Background: an optimization exercise with open tools, aiming at small area. Do not read the settings as production practice.
In this exercise RTL edits were held to simulation tests only and were not proved equivalent to the original.
Power is estimated from default activity; no workload was simulated.

--- flow/design.v ---
module snn_top #(
parameter ACT_PER_ADDR = 1,
parameter BW_PER_ACT = 1
)
(
    input                  clk,           
    input                  srstn,         
    input                  encode_input,  
    input                  en_compute_FC1,  
    input                  en_compute_FC2,  
    output sram_wen_a,
    output sram_wen_b,
    output [20:0] sram_addr_a,
    output [9:0] sram_addr_b,
    input [ACT_PER_ADDR*BW_PER_ACT-1:0] sram_rdata_a,
    input [ACT_PER_ADDR*BW_PER_ACT-1:0] sram_rdata_b,
    output [ACT_PER_ADDR*BW_PER_ACT-1:0] sram_wdata_a,
    output [ACT_PER_ADDR*BW_PER_ACT-1:0] sram_wdata_b,
    input [17:0]                              sram_raddr_weight,  
    input [7:0]                               sram_rdata_weight,  
    output                                    en_compute_FC1_finish,
    output                                    en_compute_FC2_finish
);
localparam NW = 99;             
reg  [6*NW-1:0] ring;           
wire [5:0] r_out1 = ring[6*98 +: 6];    
wire [5:0] r_out2 = ring[6*8 +: 6];     
wire       b6_out2 = ring[6*17];        
reg        done1;               
reg        done2;
reg        fc2_go;              
reg [9:0]  i;                   
reg [11:0] z;                   
reg [8:0]  b;                   
reg [3:0]  m;                   
reg        wen_b_r;
reg        d;                   
reg signed [17:0] acc;
wire l2     = done1;
wire active = l2 ? (fc2_go & ~done2) : en_compute_FC1;
wire last   = active & (l2 ? (i == 10'd99) : (i == 10'd783));
wire gate = l2 ? sram_rdata_a[0] : encode_input;
wire signed [17:0] wg = gate ? {{10{sram_rdata_weight[7]}}, sram_rdata_weight} : 18'sd0;
wire signed [17:0] s = acc + wg;
wire spike = l2 ? (s >= 18'sd182) : (s >= 18'sd136);
wire low   = (s <= 18'sd1);
wire [6:0] nv = spike ? (l2 ? 7'd91 : 7'd68) : (low ? 7'd0 : s[7:1]);
wire t0n = ~srstn | (l2 ? (b <= 9'd9) : (z <= 12'd99));
wire [5:0] fb  = l2 ? r_out2 : r_out1;
wire       fb6 = l2 ? b6_out2 : sram_rdata_a[0];
wire [6:0] init = t0n ? 7'd0 : {fb6, fb};
wire load = ~srstn | ~active | last;
always @(posedge clk)
    acc <= load ? {11'd0, init} : s;
wire [5:0] r0_in  = last ? nv[5:0] : fb;
wire       r9_in  = l2 ? (last ? nv[6] : b6_out2) : ring[6*8];
always @(posedge clk)
begin
    ring <= {ring[6*NW-7:6*8+1], r9_in, ring[6*8-1:0], r0_in};
    if (last)
        d <= l2 ? spike : nv[6];
end
always @(posedge clk)
begin
    if (!srstn)
    begin
        done1 <= 0;
        done2 <= 0;
        fc2_go <= 0;
        i <= 0;
        z <= 0;
        b <= 1;
        m <= 0;
        wen_b_r <= 1;
    end
    else
    begin
        fc2_go <= en_compute_FC2;
        i <= (active & ~last) ? i + 10'd1 : 10'd0;
        wen_b_r <= ~(last & l2);
        if (!l2)
        begin
            if (active && i == 10'd1)
            begin
                z <= z + 12'd1;
                if (z == 12'd3500)
                    done1 <= 1;
            end
        end
        else
        begin
            if (!en_compute_FC2)
                z <= 12'd1;
            else if (!done2)
                z <= z + ((i == 10'd98 && !(m[3] && m[0])) ? 12'hF9D : 12'd1);   
            if (last)
                m <= (m[3] && m[0]) ? 4'd0 : m + 4'd1;
            if (!wen_b_r)
            begin
                b <= b + 9'd1;
                if (b == 9'd350)
                    done2 <= 1;
            end
        end
    end
end
wire wr_spk = (i == 10'd0) & (z != 12'd0);
wire wr_b6  = (i == 10'd1) & (z != 12'd0) & (z <= 12'd3400);
assign sram_wen_a   = ~(~done1 & (wr_spk | wr_b6));
assign sram_addr_a  = {9'd0, z + (((i == 10'd1) & ~done1) ? 12'd99 : 12'd0)};
assign sram_wdata_a = d & (i[0] | (ring[5:0] == 6'd4));    
assign sram_wen_b   = wen_b_r;
assign sram_addr_b  = {1'b0, b};
assign sram_wdata_b = d;
assign en_compute_FC1_finish = done1;
assign en_compute_FC2_finish = done2;
endmodule
--- flow/run.sh ---
#!/bin/bash
# synth_recipe.tcl (not shown) runs the flow's synth.tcl, then flattens the netlist and writes it again
# the make line also repeats each setting of config.mk as NAME=value (left out here)
make -C /OpenROAD-flow-scripts/flow DESIGN_CONFIG=/design/flow/config.mk WORK_HOME=/design/flow/orfs CLKGATE_MAP_FILE= SYNTH_SCRIPT=/design/flow/synth_recipe.tcl finish
--- flow/config.mk ---
export PLATFORM = sky130hd
export DESIGN_NAME = snn_top
export DESIGN_NICKNAME = snn_top
export VERILOG_FILES = /design/flow/design.v
export SDC_FILE = /design/flow/constraint.sdc
export NUM_CORES = 4
export LEC_CHECK = 0
export CAP_MARGIN = 20
export CORE_MARGIN = 2
export CORE_UTILIZATION = 40
export SLEW_MARGIN = 20
--- flow/constraint.sdc ---
create_clock -name core_clock -period 14.0 [get_ports {clk}]
set_input_delay 2.8000 -clock core_clock [delete_from_list [all_inputs] [get_ports {clk}]]
set_output_delay 2.8000 -clock core_clock [all_outputs]
set_load 0.01 [all_outputs]
==> results of run 1 <==
sequential cells by signal, indices dropped and copies added, names as in the netlist, 4 cells and up:
name and count:
i 10, m 4, ring 594, b 9, acc 18, z 12
how the worst max path moves through the flow:
stage                    startpoint         endpoint  slack, ps
detailed placement  sram_rdata_a[0]         ring[54]       6890
finish                         i[2]  sram_addr_a[10]       6930
CTS                            i[2]  sram_addr_a[10]       6870
floorplan              encode_input          ring[0]       7760
global placement    sram_rdata_a[0]          ring[1]       6890
global route                   i[2]  sram_addr_a[10]       6580
cells by family after synthesis:
kind of cell / synth area share
flip-flops: 0.784
AND/OR/NAND/NOR: 0.0695
AO/OA/AOI/OAI: 0.0697
buffers and inverters: 0.0199
XOR/XNOR: 0.0252
adder cells (fa/ha/maj): 0.0242
multiplexers: 0.00751
other: 0.000225
power groups by stage:
| stage | Clock, W | Sequential (W) | Combinational, W |
|---|---|---|---|
| 4_1_cts | 0.00167 | 0.00186 | 0.0000571 |
| 6_report | 0.00162 | 0.00186 | 0.0000571 |
| 2_1_floorplan | 0 | 0.00190 | 0.0000446 |
| 3_3_place_gp | 0 | 0.00190 | 0.0000565 |
| 5_1_grt | 0.00175 | 0.00186 | 0.0000632 |
| 3_5_place_dp | 0 | 0.00190 | 0.0000568 |
layout make-up:
class | count | area, um^2
clock buffers | 80 | 1630
flip-flops and latches | 652 | 13100
multi-input cells | 477 | 3310
inverters | 28 | 105
fillers | 3544 | 21400
clock inverters | 27 | 402
repair buffers | 44 | 430
well taps | 532 | 666
metrics by stage:
| stage | util | total power (W) | setup slack [ps] |
|---|---|---|---|
| after floorplan | - | 0.00195 | 7760 |
| after global placement | 0.428 | 0.00196 | 6890 |
| after detailed placement | 0.428 | 0.00196 | 6890 |
| after CTS | 0.478 | 0.00359 | 6870 |
| after global routing | 0.478 | 0.00367 | 6580 |
| final | 0.478 | 0.00354 | 6930 |
routing by layer:
metal / GRT usage / up-vias / part of all wire
met1: 0.165 / 3765 / 0.54
met4: 0.0511 / 0 / 0.032
li1: - / 4139 / -
met2: 0.152 / 138 / 0.39
met5: 0 / - / 0
met3: 0.0229 / 56 / 0.038
cell usage in the layout (no fill, tap or decap), types with 5 or more instances in the layout:
cell,count
and2_1,19
nor4_1,7
inv_1,27
and3_1,9
ha_1,29
nand3_1,19
o211ai_1,7
nor3_1,18
or4_1,6
o21a_1,6
clkbuf_1,11
a21boi_0,5
nor2_1,40
clkinv_2,10
mux2i_1,11
clkdlybuf4s50_1,40
dfxtp_1,651
nand2_1,43
a31oi_1,12
nand4_1,14
clkbuf_16,57
xnor2_1,27
bufinv_16,8
a21o_1,9
conb_1,10
o22ai_1,10
xor2_1,19
o22ai_2,5
nor2b_1,17
clkbuf_8,12
a21oi_1,31
or2_2,6
o21ai_0,23
==> results_dict.tcl, run 1 <==
set metrics [dict create \
    synth_most_common_cell "dfxtp_1" \
    cp.depth 14 \
    n_antenna_cell 0 \
    cp_max_fo 6 \
    drc_errors 0 \
    synth_edf_count 1 \
    dpl.hpwl_um 13400 \
    fin_crit_sh 0.505 \
    cap_violations 0 \
    io_pins 70 \
    grt_setup_unrepaired "false" \
    dp_cells 1733 \
    path_class "reg2out" \
    start_kind "flip-flop" \
    tns_ps 0 \
    fp-row-count 74 \
    fin_area_um2 19600 \
    via_count 8098 \
    tritoncts "done" \
    cp.required_ps 11200 \
    ctsHoldBuffers 0 \
    vdd_drop_max_mv 0.124 \
    core_um2 41000 \
    worst_ep_arrival_time_ps 4270 \
    path_buf_inv 4 \
    ys_async_sr_fraction 0 \
    drtIter0Drc 376 \
    numCtsBuffers 57 \
    via_per_inst 4.40 \
    p_sw_w 0.000693 \
    slowest_stage "or4_1" \
    synth.avg_cell_area_um2 14.0 \
    synth_common_cells "651 x dfxtp_1, 43 x nand2_1, 40 x nor2_1" \
    synth_top_area_cell "dfxtp_1" \
    dpl_cell_area_um2 17600 \
    dieHeight_um 208 \
    drt_wl_total_um 23600 \
    min_path_type "reg2reg" \
    r2r_setup_slack_ps 9250 \
    fp.dieW_um 208 \
    power_frac_clock 0.458 \
    share_seq_of_total_power 0.526 \
    hold_end "ring[43]" \
    swShare 0.195 \
    grt_max_degree 40 \
    h-tree-depth 2 \
    clk-insertion-delay-late_ps 580 \
    fmax_mhz 142 \
    final-max-slew-violation-count 0 \
    worst-r2r-cell-count 14 \
    crit_chain "or4_1 -> nor3_1 -> nand3_1 -> inv_1 -> ha_1 -> inv_1 -> fa_1 -> inv_1 -> a31oi_1 -> nor2b_1 -> o21ai_0 -> nor2_1 -> xor2_1 -> clkdlybuf4s50_1" \
    root_buffer "clkbuf_16" \
    wire_per_inst_um 12.8 \
    drive_gt1_frac 0.0986 \
    cpPeakStageDelay_ps 560 \
    ant_nets 0 \
    synth_cell_types 75 \
    syn_to_final_growth_pct 17.6 \
    endpoint_kind "output pin" \
    min_period_ps 7070 \
    ctsLongestPathBuffers 3 \
    finalClockSkew_ps 18.7 \
    power.density_nw_per_um2 181 \
    grt_pass1_wl_um 39800 \
    drtPass1Iterations 4 \
    worstMarginPinSlew_ps 891 \
    grt_pass1_vias 7847 \
    hold_viol 0 \
    gp_congestion 0.813 \
    die_area_um2 43300 \
    synth_cells 1191 \
    relSlewSlack 0.405 \
    min_path_cells 0 \
    portBuffers 40 \
    status "no timing/DRC/antenna violations" \
    grt_overflow_total 0 \
    final_cell_count_no_fill 1840 \
    setup_viol 0 \
    grt_antenna_before_repair 0 \
    initial_core_util 0.406 \
    synth_area_leaders "dfxtp_1 78%, ha_1 2.2%, xnor2_1 1.4%" \
    yosys.area.top_type_share 0.782 \
    cp_common_cell "inv_1" \
    p_int_w 0.00285 \
    r2r_end "ring[0]" \
    combPwrFrac 0.016 \
    holdWs_ps 307 \
    crit_family "simple AND/OR/NAND/NOR gates" \
    p_leak_nw 7.82 \
    cts.reportedPaths.clkPinSlew_ps 70 \
    synth_area_um2 16700 \
    synth.yosys.seq_area_share 0.784 \
    grt.total_usage 0.110 \
    r2r-start "done1" \
    clock-sinks 652 \
    yosys_warnings 1 \
    hold_path.startpoint "ring[37]" \
    post_cts_resized 0 \
    synth_flop_cell "dfxtp_1" \
    ys_ff_latch 652 \
    cts_setup_buffers 0 \
    nNetsFinal 1324 \
]
==> run 2, diff against run 1 <==
--- a/flow/config.mk
+++ b/flow/config.mk
@@ -8,4 +8,5 @@
 export CAP_MARGIN = 20
 export CORE_MARGIN = 2
 export CORE_UTILIZATION = 40
+export CTS_BUF_LIST = sky130_fd_sc_hd__clkbuf_1 sky130_fd_sc_hd__clkbuf_2 sky130_fd_sc_hd__clkbuf_4
 export SLEW_MARGIN = 20
==> run 2 against run 1 <==
Still clean. Clock power fell by 19%. Routed wire length rose by 3.7%. Global-route usage rose by 0.75 points. Flip-flop and latch count did not move. Worst hold slack got worse by 12 ps. Utilization fell by 0.97 points. Critical path type unchanged. Highest routed layer unchanged.
==> results_dict.tcl, run 2 <==
set metrics [dict create \
    status "no timing/DRC/antenna violations" \
    yosys_warnings 1 \
    largest_register_ffs 594 \
    ant_nets 0 \
    grt_overflow_total 0 \
    synth_area_um2 16700 \
    clk-insertion-delay-late_ps 770 \
    cp_max_fo 6 \
    cts.reportedPaths.clkPinSlew_ps 70 \
    fillers 3669 \
    h-tree-depth 4 \
    regArea_um2 13100 \
    fmax_mhz 138 \
    r2r_end "ring[1]" \
    cts_setup_buffers 0 \
    drc_errors 0 \
    layout.cells.most_common_list "651 x dfxtp_1, 152 x clkbuf_4, 69 x clkbuf_1, 43 x nand2_1" \
    r2r_setup_slack_ps 9250 \
    clock-sinks 652 \
    grt_setup_unrepaired "false" \
    io_pins 70 \
    vdd_drop_max_mv 0.0825 \
    synth_flop_cell "dfxtp_1" \
    p_leak_nw 7.72 \
    crit_start "i[2]" \
    root_buffer "clkbuf_4" \
    endpoint_kind "output pin" \
    core_um2 41000 \
    min_path_type "reg2reg" \
    fp-row-count 74 \
    ys_ff_latch 652 \
    path_class "reg2out" \
    nNetsFinal 1418 \
    portBuffers 40 \
    synth_cells 1191 \
    cap_violations 0 \
    ctsHoldBuffers 0 \
    via_count 8718 \
    synth.avg_cell_area_um2 14.0 \
    hold_viol 0 \
    tritoncts "done" \
    biggestRegsByFlops "ring (594), acc (18), z (12)" \
    drtIter0Drc 387 \
    cp.required_ps 11200 \
    grt_pass1_wl_um 42100 \
    gp_congestion 0.813 \
    grt.total_usage 0.118 \
    initial_core_util 0.406 \
    synth_common_cells "651 x dfxtp_1, 43 x nand2_1, 40 x nor2_1" \
    numCtsBuffers 151 \
    synth_area_leaders "dfxtp_1 78%, ha_1 2.2%, xnor2_1 1.4%" \
    grt_antenna_before_repair 1 \
    fin_crit_sh 0.517 \
    relSlewSlack 0.406 \
    synth_edf_count 1 \
    worst_ep_arrival_time_ps 4430 \
    wire_per_inst_um 12.3 \
    synth_top_area_cell "dfxtp_1" \
    multi_input_area_um2 3310 \
    final_util 0.468 \
    grt_pass1_vias 8829 \
    dieHeight_um 208 \
    worstMarginPinSlew_ps 889 \
    syn_to_final_growth_pct 15.2 \
    synth_most_common_cell "dfxtp_1" \
    fp.dieW_um 208 \
    finalClockSkew_ps 42.6 \
    setup_viol 0 \
    final-max-slew-violation-count 0 \
    synth_cell_types 75 \
    r2r-start "done1" \
    start_kind "flip-flop" \
    min_period_ps 7230 \
    layout_commonest_cell "dfxtp_1" \
    ctsLongestPathBuffers 3 \
    worst-r2r-cell-count 14 \
    via_per_inst 4.38 \
    synth.yosys.seq_area_share 0.784 \
    drive_gt1_frac 0.139 \
    drtPass1Iterations 4 \
    ys_async_sr_fraction 0 \
    regMostFlops "ring" \
    yosys.area.top_type_share 0.782 \
    power.density_nw_per_um2 168 \
    crit_end "sram_addr_a[10]" \
    dpl.hpwl_um 13400 \
    tns_ps 0 \
    post_cts_resized 0 \
    drt_wl_total_um 24400 \
    die_area_um2 43300 \
    grt_max_degree 40 \
]
## run 2: how the worst min path moves through the flow
stage | from | to | slack (ps) | cells past startpoint
after floorplan | ring[94] | ring[100] | 310 | 0
after global placement | ring[7] | ring[13] | 310 | 0
after detailed placement | ring[203] | ring[209] | 310 | 0
after CTS | ring[17] | ring[23] | 280 | 0
after global routing | ring[18] | ring[24] | 300 | 0
final | ring[17] | ring[23] | 300 | 0
## run 2: area by class of cell
cell class                 count  share of cell area
sequential                   652               0.680
inverter                      28             0.00547
timing repair buffer          44              0.0224
clock inverter                35              0.0122
multi-input combinational    477               0.172
clock buffer                 221              0.0729
antenna                        1            0.000130
tap                          532              0.0347
## run 2: where the power goes
| group | switching (W) | leakage [nW] | internal [W] |
|---|---|---|---|
| combinational | 0.0000327 | 1.57 | 0.0000241 |
| sequential | 0.00000385 | 5.26 | 0.00186 |
| clock | 0.000675 | 0.887 | 0.000631 |
## run 2: per-layer routing
metal,up-vias,share of wire,GRT usage
met2,194,0.41,0.162
met1,4059,0.51,0.161
met3,50,0.048,0.0385
met4,0,0.027,0.0707
li1,4415,-,-
met5,-,0,0
## run 2: per-stage QoR
stage / area [um^2] / std cells / worst slack [ps] / hold WS (ps) / power (W)
detailed placement: 17600 / 1733 / 6890 / 312 / 0.00196
global route: 19200 / 1990 / 6340 / 297 / 0.00340
finish: 19200 / 1990 / 6770 / 295 / 0.00323
floorplan: 16700 / 1200 / 7760 / 310 / 0.00195
global placement: 17600 / 1733 / 6890 / 310 / 0.00196
CTS: 19200 / 1989 / 6640 / 282 / 0.00329
## run 2: cells by family (layout without fill, tap and decap cells)
logic type	after synthesis	count (layout)	synth area share
mux	12	12	0.00751
xor+xnor	47	47	0.0252
other cells	1	11	0.000225
flops	652	652	0.784
buf+inv	71	328	0.0199
simple gates	216	216	0.0695
compound gates	161	161	0.0697
fa+ha+maj	31	31	0.0242
## run 2: worst max-delay path, cell delays in order (launching register included)
cell             delay (ps)
dfxtp_1                 360
or4_1                   560
nor3_1                  380
nand3_1                 230
inv_1                   180
ha_1                    190
inv_1                    60
fa_1                    450
inv_1                    80
a31oi_1                 110
nor2b_1                 110
o21ai_0                 120
nor2_1                  170
xor2_1                  160
clkdlybuf4s50_1         550
==> run 3, diff against run 2 <==
==> flow/flow/run.sh (new file) <==
#!/bin/bash
# Standard layout (the standard.sh: standard synthesis and ORFS steps) with two
# CTS / placement options changed:
#  - CTS: small clock buffers only and no dummy loads on the leaf nets;
#  - port buffers: sky130_fd_sc_hd__buf_1 instead of the flow's default pick.
# All of make's output goes to flow_make.log in the work folder.
set -euo pipefail
export CTS_ARGS="-sink_clustering_enable -repair_clock_nets -dont_use_dummy_load -buf_list {sky130_fd_sc_hd__clkbuf_1 sky130_fd_sc_hd__clkbuf_2 sky130_fd_sc_hd__clkbuf_4}"
export BUFFER_PORTS_ARGS="-buffer_cell sky130_fd_sc_hd__buf_1"
bash standard.sh > flow_make.log 2>&1
==> flow/standard.sh (new file) <==
#!/bin/bash
# synth_recipe.tcl (not shown) runs the flow's synth.tcl, then flattens the netlist and writes it again
# the make line also repeats each setting of config.mk as NAME=value (left out here)
make -C /OpenROAD-flow-scripts/flow DESIGN_CONFIG=/design/flow/config.mk WORK_HOME=/design/flow/orfs CLKGATE_MAP_FILE= SYNTH_SCRIPT=/design/flow/synth_recipe.tcl "${@:-finish}"
--- a/flow/config.mk
+++ b/flow/config.mk
@@ -8,5 +8,4 @@
 export CAP_MARGIN = 20
 export CORE_MARGIN = 2
 export CORE_UTILIZATION = 40
-export CTS_BUF_LIST = sky130_fd_sc_hd__clkbuf_1 sky130_fd_sc_hd__clkbuf_2 sky130_fd_sc_hd__clkbuf_4
 export SLEW_MARGIN = 20
removed: flow/run.sh
==> run 3 against run 2 <==
Still clean on timing, DRC and antenna. Clock power is 18% lower. Critical path type unchanged. Non-clock buffer count is 1 lower. Routed wire length is 2.6% lower. Die area stayed put. Register-to-register slack hardly changed.
==> results_dict.tcl, run 3 <==
set metrics [dict create \
    status "no timing/DRC/antenna violations" \
    ys_ff_latch 652 \
    synth_common_cells "651 x dfxtp_1, 43 x nand2_1, 40 x nor2_1" \
    yosys_warnings 1 \
    ys_async_sr_fraction 0 \
    synth_flop_cell "dfxtp_1" \
    relSlewSlack 0.399 \
    synth_area_um2 16700 \
    finalClockSkew_ps 91.6 \
    fp.dieW_um 208 \
    synth_cells 1191 \
    grt_max_degree 40 \
    grt_antenna_before_repair 1 \
    synth_most_common_cell "dfxtp_1" \
    endpoint_kind "output pin" \
    fp-row-count 74 \
    fin_crit_sh 0.489 \
    wire_per_inst_um 12.6 \
    layout.cells.most_common_list "651 x dfxtp_1, 152 x clkbuf_4, 43 x nand2_1, 40 x nor2_1, 40 x buf_1" \
    hold_path.startpoint "ring[430]" \
    synth_cell_types 75 \
    r2r_end "ring[0]" \
    vdd_drop_max_mv 0.0744 \
    regMostFlops "ring" \
    drtPass1Iterations 4 \
    path_class "reg2out" \
    multi_input_area_um2 3310 \
    numCtsBuffers 152 \
    finalPower_w 0.00299 \
    start_kind "flip-flop" \
    h-tree-depth 4 \
    min_period_ps 6850 \
    regArea_um2 13100 \
    largest_register_ffs 594 \
    hold_end "ring[436]" \
    fin_ws_ps 7150 \
    hold_viol 0 \
    layout_commonest_cell "dfxtp_1" \
    ctsHoldBuffers 0 \
    die_area_um2 43300 \
    grt_overflow_total 0 \
    cap_violations 0 \
    cp_max_fo 6 \
    cts_setup_buffers 0 \
    dpl_worst_slack_ps 7190 \
    drive_gt1_frac 0.137 \
    cp.required_ps 11200 \
    initial_core_util 0.406 \
    grt_pass1_wl_um 40300 \
    worst-r2r-cell-count 14 \
    final-max-slew-violation-count 0 \
    post_cts_resized 0 \
    min_path_type "reg2reg" \
    synth.avg_cell_area_um2 14.0 \
    clk-insertion-delay-late_ps 760 \
    root_buffer "clkbuf_4" \
    fmax_mhz 146 \
    worstMarginPinSlew_ps 899 \
    nNetsFinal 1418 \
    core_um2 41000 \
    setup_viol 0 \
    grt.total_usage 0.113 \
    holdWs_ps 259 \
    power.density_nw_per_um2 162 \
    grt_pass1_vias 8561 \
    synth_top_area_cell "dfxtp_1" \
    synth_area_leaders "dfxtp_1 78%, ha_1 2.2%, xnor2_1 1.4%" \
    biggestRegsByFlops "ring (594), acc (18), z (12)" \
    fillers 3746 \
    gp_congestion 0.818 \
    portBuffers 40 \
    tns_ps 0 \
    yosys.area.top_type_share 0.782 \
    tritoncts "done" \
    worst_ep_arrival_time_ps 4050 \
    min_path_cells 0 \
    p_leak_nw 7.43 \
    r2r-start "done1" \
    r2r_setup_slack_ps 9250 \
    synth.yosys.seq_area_share 0.784 \
    io_pins 70 \
    drtIter0Drc 364 \
    via_count 8374 \
    cts.reportedPaths.clkPinSlew_ps 60 \
    synth_edf_count 1 \
    dieHeight_um 208 \
    ctsLongestPathBuffers 3 \
    ant_nets 0 \
    drt_wl_total_um 23800 \
    grt_setup_unrepaired "false" \
    dpl.hpwl_um 13500 \
    clock-sinks 652 \
    drc_errors 0 \
    via_per_inst 4.44 \
    syn_to_final_growth_pct 10.8 \
]
[run 3: cell count changes in the layout (fill, tap and decap cells not counted), sizes merged]
cell	previous run	this run
inv	34	28
bufinv	2	0
clkdlybuf4s50	40	0
clkinvlp	4	0
buf	4	43
clkinv	23	0
clkbuf	221	152
[run 3: layout make-up]
cell class,count,share of cell area
multi-input cells,477,0.179
inverters,28,0.00569
repair buffers,43,0.00935
well taps,532,0.0361
diodes,1,0.000136
clock buffers,152,0.0618
flip-flops and latches,652,0.708
[run 3: critical path: stages, from the launching register on]
cell and delay (ps):
dfxtp_1 350, or4_1 560, nor3_1 400, nand3_1 230, inv_1 190, ha_1 200
inv_1 60, fa_1 430, inv_1 80, a31oi_1 100, nor2b_1 110, o21ai_0 120
nor2_1 170, xor2_1 160, buf_1 160
[run 3: power by group]
part / internal [W] / leakage (nW) / switching, W
Sequential: 0.00186 / 5.26 / 0.00000374
Clock: 0.000493 / 0.699 / 0.000574
Combinational: 0.0000202 / 1.47 / 0.0000326
[run 3: kinds of logic after synthesis]
group,share of synthesized area
AND/OR/NAND/NOR,0.0695
multiplexers,0.00751
buffers and inverters,0.0199
XOR/XNOR,0.0252
other,0.000225
flip-flops,0.784
AO/OA/AOI/OAI,0.0697
adder cells (fa/ha/maj),0.0242
[run 3: metal layers]
| metal | up-vias | part of all wire | GRT usage |
|---|---|---|---|
| met5 | - | 0 | 0 |
| met4 | 0 | 0.016 | 0.0581 |
| met3 | 34 | 0.042 | 0.0417 |
| met2 | 139 | 0.42 | 0.157 |
| met1 | 3910 | 0.53 | 0.154 |
| li1 | 4291 | - | - |
[run 3: metrics by stage]
step                instances  instance area, um^2  utilization
floorplan                1200                16700            -
global placement         1732                17300        0.422
detailed placement       1732                17300        0.422
CTS                      1884                18500        0.450
global route             1885                18500        0.450
finish                   1885                18500        0.450
[run 3: how the worst max path moves through the flow]
stage / from / endpoint / slack, ps / cells past startpoint
finish: i[2] / sram_addr_a[10] / 7150 / 14
global route: i[2] / sram_addr_a[10] / 6810 / 14
CTS: i[2] / sram_addr_a[10] / 7060 / 14
detailed placement: sram_rdata_a[0] / ring[54] / 7190 / 14
global placement: sram_rdata_a[0] / ring[54] / 7250 / 14
floorplan: encode_input / ring[0] / 7760 / 15
==> run 4, diff against run 3 <==
--- a/flow/design.v
+++ b/flow/design.v
@@ -22,10 +22,9 @@
     output                                    en_compute_FC2_finish
 );
 localparam NW = 99;             
-reg  [6*NW-1:0] ring;           
-wire [5:0] r_out1 = ring[6*98 +: 6];    
-wire [5:0] r_out2 = ring[6*8 +: 6];     
-wire       b6_out2 = ring[6*17];        
+reg  [7*NW-1:0] ring;           
+wire [6:0] r_out1 = ring[7*98 +: 7];    
+wire [6:0] r_out2 = ring[7*8 +: 7];     
 reg        done1;               
 reg        done2;
 reg        fc2_go;              
@@ -46,19 +45,17 @@
 wire low   = (s <= 18'sd1);
 wire [6:0] nv = spike ? (l2 ? 7'd91 : 7'd68) : (low ? 7'd0 : s[7:1]);
 wire t0n = ~srstn | (l2 ? (b <= 9'd9) : (z <= 12'd99));
-wire [5:0] fb  = l2 ? r_out2 : r_out1;
-wire       fb6 = l2 ? b6_out2 : sram_rdata_a[0];
-wire [6:0] init = t0n ? 7'd0 : {fb6, fb};
+wire [6:0] fb  = l2 ? r_out2 : r_out1;
+wire [6:0] init = t0n ? 7'd0 : fb;
 wire load = ~srstn | ~active | last;
 always @(posedge clk)
     acc <= load ? {11'd0, init} : s;
-wire [5:0] r0_in  = last ? nv[5:0] : fb;
-wire       r9_in  = l2 ? (last ? nv[6] : b6_out2) : ring[6*8];
+wire [6:0] r0_in  = last ? nv : fb;
 always @(posedge clk)
 begin
-    ring <= {ring[6*NW-7:6*8+1], r9_in, ring[6*8-1:0], r0_in};
+    ring <= {ring[7*NW-8:0], r0_in};
     if (last)
-        d <= l2 ? spike : nv[6];
+        d <= spike;
 end
 always @(posedge clk)
 begin
@@ -104,11 +101,9 @@
         end
     end
 end
-wire wr_spk = (i == 10'd0) & (z != 12'd0);
-wire wr_b6  = (i == 10'd1) & (z != 12'd0) & (z <= 12'd3400);
-assign sram_wen_a   = ~(~done1 & (wr_spk | wr_b6));
-assign sram_addr_a  = {9'd0, z + (((i == 10'd1) & ~done1) ? 12'd99 : 12'd0)};
-assign sram_wdata_a = d & (i[0] | (ring[5:0] == 6'd4));    
+assign sram_wen_a   = ~(~done1 & (i == 10'd0) & (z != 12'd0));
+assign sram_addr_a  = {9'd0, z};
+assign sram_wdata_a = d;
 assign sram_wen_b   = wen_b_r;
 assign sram_addr_b  = {1'b0, b};
 assign sram_wdata_b = d;
==> flow/run.sh (new file) <==
#!/bin/bash
# synth_recipe.tcl (not shown) runs the flow's synth.tcl, then flattens the netlist and writes it again
# the make line also repeats each setting of config.mk as NAME=value (left out here)
make -C /OpenROAD-flow-scripts/flow DESIGN_CONFIG=/design/flow/config.mk WORK_HOME=/design/flow/orfs CLKGATE_MAP_FILE= SYNTH_SCRIPT=/design/flow/synth_recipe.tcl finish
removed: flow/flow/run.sh
removed: flow/standard.sh
==> run 4 against run 3 <==
Still clean on timing, DRC and antenna. Worst hold slack gained 54 ps. Flip-flop and latch count grew 99. Combinational power shrank 6.3%. Sequential share of layout area shrank 0.65 points. Sequential power grew 15%. Cell area grew 16%. Global-route usage shrank 0.87 points. Critical path type is now in2reg. Largest power group unchanged.
==> results_dict.tcl, run 4 <==
set metrics [dict create \
    ctsHoldBuffers 0 \
    min_path_cells 0 \
    synth_flop_cell "dfxtp_1" \
    via_per_inst 4.25 \
    endpoint_kind "flip-flop" \
    yosys_warnings 1 \
    cp.required_ps 14440 \
    fillers 3876 \
    drtIter0Drc 434 \
    setup_viol 0 \
    ant_nets 0 \
    root_buffer "clkbuf_16" \
    hold_end "ring[150]" \
    yosys.area.top_type_share 0.833 \
    synth_area_leaders "dfxtp_1 83%, ha_1 1.7%, nor2_1 1.2%" \
    fp.dieW_um 216 \
    cp_max_fo 18 \
    largest_register_ffs 693 \
    power.density_nw_per_um2 192 \
    r2r_setup_slack_ps 9590 \
    regArea_um2 15000 \
    tns_ps 0 \
    die_area_um2 46800 \
    cap_violations 0 \
    multi_input_area_um2 2740 \
    clock-sinks 751 \
    drt_wl_total_um 23800 \
    layout_commonest_cell "dfxtp_1" \
    drc_errors 0 \
    portBuffers 40 \
    ys_ff_latch 751 \
    hold_path.startpoint "ring[143]" \
    tritoncts "done" \
    regMostFlops "ring" \
    worstMarginPinSlew_ps 966 \
    r2r-start "done1" \
    ctsLongestPathBuffers 3 \
    finalClockSkew_ps 14.3 \
    r2r_end "ring[0]" \
    fp-row-count 77 \
    biggestRegsByFlops "ring (693), acc (18), z (12)" \
    grt_antenna_before_repair 0 \
    crit_chain "clkdlybuf4s50_1 -> mux2_4 -> and2_1 -> ha_1 -> a21oi_1 -> o211ai_2 -> a31oi_1 -> o22ai_1 -> xor2_1 -> or3_1 -> nor4_4 -> a21o_1 -> a32oi_1" \
    dpl.hpwl_um 13100 \
    drive_gt1_frac 0.0877 \
    path_class "in2reg" \
    min_period_ps 6220 \
    gp_congestion 0.812 \
    final-max-slew-violation-count 0 \
    status "no timing/DRC/antenna violations" \
    dieHeight_um 216 \
    synth_most_common_cell "dfxtp_1" \
    grt.total_usage 0.104 \
    synth_common_cells "750 x dfxtp_1, 57 x nor2_1, 34 x nand2_1" \
    n_antenna_cell 0 \
    initial_core_util 0.407 \
    grt_pass1_vias 8134 \
    synth_top_area_cell "dfxtp_1" \
    start_kind "primary input" \
    p_leak_nw 8.49 \
    worst_ep_arrival_time_ps 6650 \
    core_um2 44300 \
    grt_max_degree 36 \
    fin_crit_sh 0.444 \
    h-tree-depth 3 \
    grt_setup_unrepaired "false" \
    hold_viol 0 \
    synth_area_um2 18000 \
    worst-r2r-cell-count 13 \
    post_cts_resized 0 \
    wire_per_inst_um 12.1 \
    layout.cells.most_common_list "750 x dfxtp_1, 71 x clkbuf_16, 57 x nor2_1, 40 x clkdlybuf4s50_1, 34 x nand2_1" \
    fmax_mhz 161 \
    slowest_stage "nor4_4" \
    numCtsBuffers 70 \
    cts_setup_buffers 0 \
    io_pins 70 \
    synth_cells 1224 \
    synth.yosys.seq_area_share 0.835 \
    nNetsFinal 1372 \
    ys_async_sr_fraction 0 \
    vdd_drop_max_mv 0.105 \
    min_path_type "reg2reg" \
    synth_cell_types 56 \
    grt_pass1_wl_um 40400 \
    cpPeakStageDelay_ps 490 \
    syn_to_final_growth_pct 19.1 \
    final_util 0.484 \
    relSlewSlack 0.354 \
    drtPass1Iterations 5 \
    grt_overflow_total 0 \
    synth.avg_cell_area_um2 14.7 \
    synth_edf_count 1 \
    cts.reportedPaths.clkPinSlew_ps 60 \
    clk-insertion-delay-late_ps 570 \
    via_count 8331 \
]
run 4: cell count changes after synthesis, sizes merged, moves of 5 or more:
| cell | change |
|---|---|
| clkbuf | -7 |
| or2 | -5 |
| nor2 | +18 |
| dfxtp | +99 |
| ha | -5 |
| a32oi | +6 |
| o21a | -5 |
| nor4 | -5 |
| o31ai | -5 |
| xnor2 | -6 |
| nand3 | +14 |
| nor2b | -14 |
| nand2 | -10 |
run 4: final cells by class:
type | instances | area share
tap | 592 | 0.0345
multi-input combinational | 423 | 0.128
inverter | 25 | 0.00437
sequential | 751 | 0.701
timing repair buffer | 43 | 0.0197
clock buffer | 102 | 0.0943
clock inverter | 25 | 0.0185
run 4: per-layer routing:
metal / up-vias / track usage / part of all wire
met1: 3886 / 0.154 / 0.53
met4: 0 / 0.0477 / 0.029
met5: - / 0 / 0
met2: 167 / 0.140 / 0.39
met3: 62 / 0.0292 / 0.050
li1: 4216 / - / -
run 4: cell families after synthesis:
group	after synthesis	synth area share
AOI/OAI and AO/OA	117	0.0414
xor gates and xnor gates	42	0.0208
adders and majority gates	25	0.0178
and+or+nand+nor	214	0.0612
muxes	15	0.00861
other	1	0.000208
DFF	751	0.835
buffers and inverters	59	0.0152
run 4: where the power goes:
part / total, W / internal, W / switching [W]
Sequential: 0.00214 / 0.00214 / 0.00000358
Combinational: 0.0000495 / 0.0000196 / 0.0000299
Clock: 0.00193 / 0.00117 / 0.000766
run 4: per-stage QoR:
| step | power (W) | instance area, um^2 | setup WS (ps) | hold slack [ps] | cells |
|---|---|---|---|---|---|
| after floorplan | 0.00223 | 18100 | 8010 | 310 | 1233 |
| after global placement | 0.00224 | 19000 | 7190 | 311 | 1834 |
| final | 0.00412 | 21500 | 7780 | 314 | 1961 |
| after detailed placement | 0.00224 | 19000 | 7190 | 312 | 1834 |
| after CTS | 0.00418 | 21500 | 7770 | 315 | 1961 |
| after global routing | 0.00428 | 21500 | 7550 | 325 | 1961 |
run 4: worst max-delay path: cells and delay by family:
kind                       cells  cell delay [ps]
AOI/OAI and AO/OA              6             1420
and+or+nand+nor                3             1120
buffers and inverters          1              400
adders and majority gates      1              390
muxes                          1              360
xor gates and xnor gates       1              180
run 4: worst max-delay path by stage:
stage	startpoint	slack, ps	end
2_1_floorplan	encode_input	8010	ring[6]
3_3_place_gp	encode_input	7190	ring[0]
3_5_place_dp	encode_input	7190	ring[0]
4_1_cts	encode_input	7770	ring[0]
5_1_grt	encode_input	7550	ring[4]
6_report	encode_input	7780	ring[0]

-- afterwards: timing with drivers on the ports --
How much do the figures lean on ideal ports? The routed layouts below were timed once more, with nothing changed but the port constraints. Step 1 assumes that a clkbuf_16 drives the clock port and a buf_2 every other input. Step 2 times the ports against the registers' clock, not the clock port: input delays grow and output delays shrink by t, the midpoint of the rising clock arrivals with the driver on. a / b / c = ideal ports / drivers / drivers and shift; a / b = the first two.
run | t, ns | setup slack, ns | worst data-port slew with drivers (ns)
run 1 | 0.622 | 6.935 / 6.887 / 6.882 | 0.03
run 2 | 0.788 | 6.767 / 6.725 / 6.880 | 0.03
run 3 | 0.767 | 7.154 / 7.109 / 7.243 | 0.03
run 4 | 0.611 | 7.785 / 7.809 / 7.198 | 0.05
After both steps every run listed still meets setup and hold. For run 4, which loses most, drivers alone change the setup slack by +0.024 ns; drivers and shift together by -0.587 ns.
